Source: an optimization exercise on an open RTL-to-GDS flow (aim: small area). Production flows keep margins and buffers that such runs may drop. In this exercise RTL edits were held to simulation tests only and were not proved equivalent to the original. Power is estimated from default activity; no workload was simulated.

## the baseline
## updi_top
module updi_top (
	input clk,
	input rst_btn,  
	input programmer_start,
	output programmer_busy,
	output error,
	input updi_i,
	output updi_o,
	output updi_oe
);
For scale: ~2100 cells after synthesis, roughly 8 I/O pins, about 16000 um2 of cells after synthesis.
Settings: LEC_CHECK=0, CAP_MARGIN=20, CORE_MARGIN=2, CORE_UTILIZATION=40, SLEW_MARGIN=20; clock period 10.0 ns.
standard.sh (not shown) runs the stock make flow with config.mk's settings and CLKGATE_MAP_FILE= SYNTH_SCRIPT=/design/flow/synth_recipe.tcl, a recipe that flattens the netlist after the stock synthesis.
==> flow/flow/run.sh <==
#!/bin/bash
# Own flow: the standard layout, with the standard synthesis netlist's
# combinational logic re-mapped by ABC for area (registers untouched: same
# instances, names and cell types). The re-mapped logic is only used if ABC's
# combinational equivalence check (registers cut) proves it equal to the
# standard netlist's.
set -uo pipefail
WORK=$(pwd)
F=$WORK/flow
R=$WORK/orfs/results/$FLOW_PLATFORM/updi_top/base
LIB=$FLOW_HOME/platforms/sky130hd/lib/sky130_fd_sc_hd__tt_025C_1v80.lib
YOSYS=$(command -v yosys || echo $FLOW_HOME/../tools/install/yosys/bin/yosys)
YABC=$(command -v yosys-abc || echo $(dirname $YOSYS)/yosys-abc)

bash standard.sh synth > $WORK/std_synth.log 2>&1 || exit 1

cp $R/1_2_yosys.v $WORK/synth_std.v
printf 'strash\n&get -n\n&deepsyn -T 60\n&put\ndch\namap\n' > $WORK/area.abc
cat > $WORK/reopt.ys <<EOS
read_liberty -ignore_miss_func $LIB
read_verilog $WORK/synth_std.v
blackbox sky130_fd_sc_hd__dfxtp_1 sky130_fd_sc_hd__edfxtp_1
hierarchy -top $FLOW_TOP
flatten
delete t:\$scopeinfo
opt -full
abc -script $WORK/area.abc -liberty $LIB $(cat $F/dontuse.txt)
opt_clean -purge
tee -o $WORK/reopt_stat.txt stat -liberty $LIB
write_verilog -noattr -noexpr $WORK/synth_reopt.v
EOS
ok=0
if $YOSYS -s $WORK/reopt.ys > $WORK/reopt.log 2>&1; then
  # equivalence check, registers cut into inputs/outputs
  python3 $F/cut.py $WORK/synth_std.v $WORK/cec_a.v > $WORK/cec.log 2>&1 &&
  python3 $F/cut.py $WORK/synth_reopt.v $WORK/cec_b.v >> $WORK/cec.log 2>&1 &&
  for x in a b; do
    $YOSYS -q -p "read_liberty -ignore_miss_func $LIB; read_verilog $WORK/cec_$x.v; hierarchy -top $FLOW_TOP; flatten; delete t:\$scopeinfo; opt_clean; write_blif $WORK/cec_$x.blif" >> $WORK/cec.log 2>&1 || echo FAIL >> $WORK/cec.log
  done &&
  ! grep -q FAIL $WORK/cec.log &&
  $YABC -c "cec $WORK/cec_a.blif $WORK/cec_b.blif" >> $WORK/cec.log 2>&1 &&
  grep -q "Networks are equivalent" $WORK/cec.log && ok=1
fi
echo "reopt ok=$ok" | tee -a $WORK/cec.log
if [ $ok = 1 ]; then
  cp $WORK/synth_reopt.v $R/1_2_yosys.v
  touch $R/1_2_yosys.v
  rm -f $R/1_synth.odb $R/1_synth.sdc
fi

bash standard.sh > $WORK/layout.log 2>&1
Other scripts of this flow, unchanged in this note and not shown: flow/flow/cut.py, flow/flow/dontuse.txt
For the candidate, these inputs were changed with respect to the baseline:
--- a/flow/design.v
+++ b/flow/design.v
@@ -436,63 +436,46 @@
 						end
 					end
 					else q_wait <= 1'b1;
 				end
 				default: ;
 			endcase
 		end
 	end
+	logic [3:0] q_code;
 	wire q_wr = (qs == Q_SYNCH) || (qs == Q_OPC) || (qs == Q_DATA);
+	always_comb begin
+		case (qs)
+			Q_SYNCH: q_code = 4'd0;
+			Q_OPC: q_code = ocode;
+			default: q_code = 4'd1;
+		endcase
+	end
+	logic [3:0] txm [16];
 	logic [3:0] trd, twr;
 	logic t_rd_en;
-	logic [3:0] sA, sB, oA, oB;
-	logic vA, vB;
 	wire t_empty = (trd == twr);
 	assign txf_full = (trd == twr + 4'd1);
-	wire t_pop = t_rd_en && !t_empty;
-	wire t_push = q_wr && !txf_full;
-	wire hitB0 = vB && (trd == sB);
-	wire hitB1 = vB && (trd == sB + 4'd1);
-	wire hitA0 = vA && (trd == sA);
-	wire hitA1 = vA && (trd == sA + 4'd1);
-	wire popB = t_pop && hitB1;
-	wire popA = t_pop && hitA1;
-	wire push_synch = t_push && (qs == Q_SYNCH);
 	always_ff @(posedge clk) begin
 		if (rstp) begin
 			tcode <= 4'd0;
 			trd <= 4'd0;
 			twr <= 4'd0;
-			vA <= 1'b0;
-			vB <= 1'b0;
 		end
 		else begin
-			if (t_pop) begin
-				tcode <= (hitB0 || hitA0) ? 4'd0 : hitB1 ? oB : hitA1 ? oA : 4'd1;
+			if (t_rd_en && !t_empty) begin
+				tcode <= txm[trd];
 				trd <= trd + 4'd1;
 			end
-			if (t_push) twr <= twr + 4'd1;
-			if (push_synch) begin
-				vA <= vB && !popB;
-				vB <= 1'b1;
-			end
-			else begin
-				vA <= vA && !popA;
-				vB <= vB && !popB;
-			end
+			if (q_wr && !txf_full) twr <= twr + 4'd1;
 		end
 	end
 	always_ff @(posedge clk) begin
-		if (push_synch) begin
-			sA <= sB;
-			oA <= oB;
-			sB <= twr;
-		end
-		if (t_push && qs == Q_OPC) oB <= ocode;
+		if (!rstp && q_wr && !txf_full) txm[twr] <= q_code;
 	end
 	localparam [1:0] F_IDLE = 0, F_READ = 1, F_WAIT = 2, F_START = 3;
 	logic [1:0] fs;
 	logic t_start, t_ready;
 	always_ff @(posedge clk) begin
 		if (rstp) begin
 			t_rd_en <= 1'b0;
 			fs <= F_IDLE;
--- outcome ---
- The candidate vs the baseline — depth of the critical timing path with buffers and inverters included dropped by a few percent
- The baseline → the candidate: global-route wire length before repair now sits higher; area occupied by multi-input gates now sits higher.
- Relative to the baseline, worst slack on hold paths has increased by 0.014 ns in the candidate.
- Relative to the baseline, the synthesized cell count measured on the candidate has increased by a few percent.
- Of the baseline and the candidate, the lower area overhead of the layout relative to synthesis belongs to the baseline.
- Worst ir drop on vdd sits lower in the candidate than in the baseline.
- From the baseline to the candidate, final setup TNS did not move at all.
- The candidate vs the baseline: proportion of power drawn by the clock network up
- The candidate | status: complete | timing, DRC, antenna: pass
- Looking at via total after detailed routing, the candidate sits about 7.5% above the baseline.
- Cell area went up by more than 10% going from the baseline to the candidate.

[afterwards: timing with drivers on the ports]
How much do the figures lean on ideal ports? The routed layouts below were timed once more, with nothing changed but the port constraints.
Step 1 assumes that a clkbuf_16 drives the clock port and a buf_2 every other input.
Step 2 times the ports against the registers' clock, not the clock port: input delays grow and output delays shrink by t, the midpoint of the rising clock arrivals with the driver on.
Slacks: ideal ports / drivers / drivers and shift; pairs: ideal ports / drivers.
run | shift t [ns] | setup slack, ns | hold WS [ns] | slew at the worst register clock pin (ns)
the baseline | 0.609 | 1.701 / 1.701 / 1.701 | 0.429 / 0.429 / 0.429 | 0.07 / 0.07
the candidate | 0.595 | 1.304 / 1.304 / 1.304 | 0.443 / 0.443 / 0.443 | 0.07 / 0.07
After both steps setup and hold are still met in every run listed.
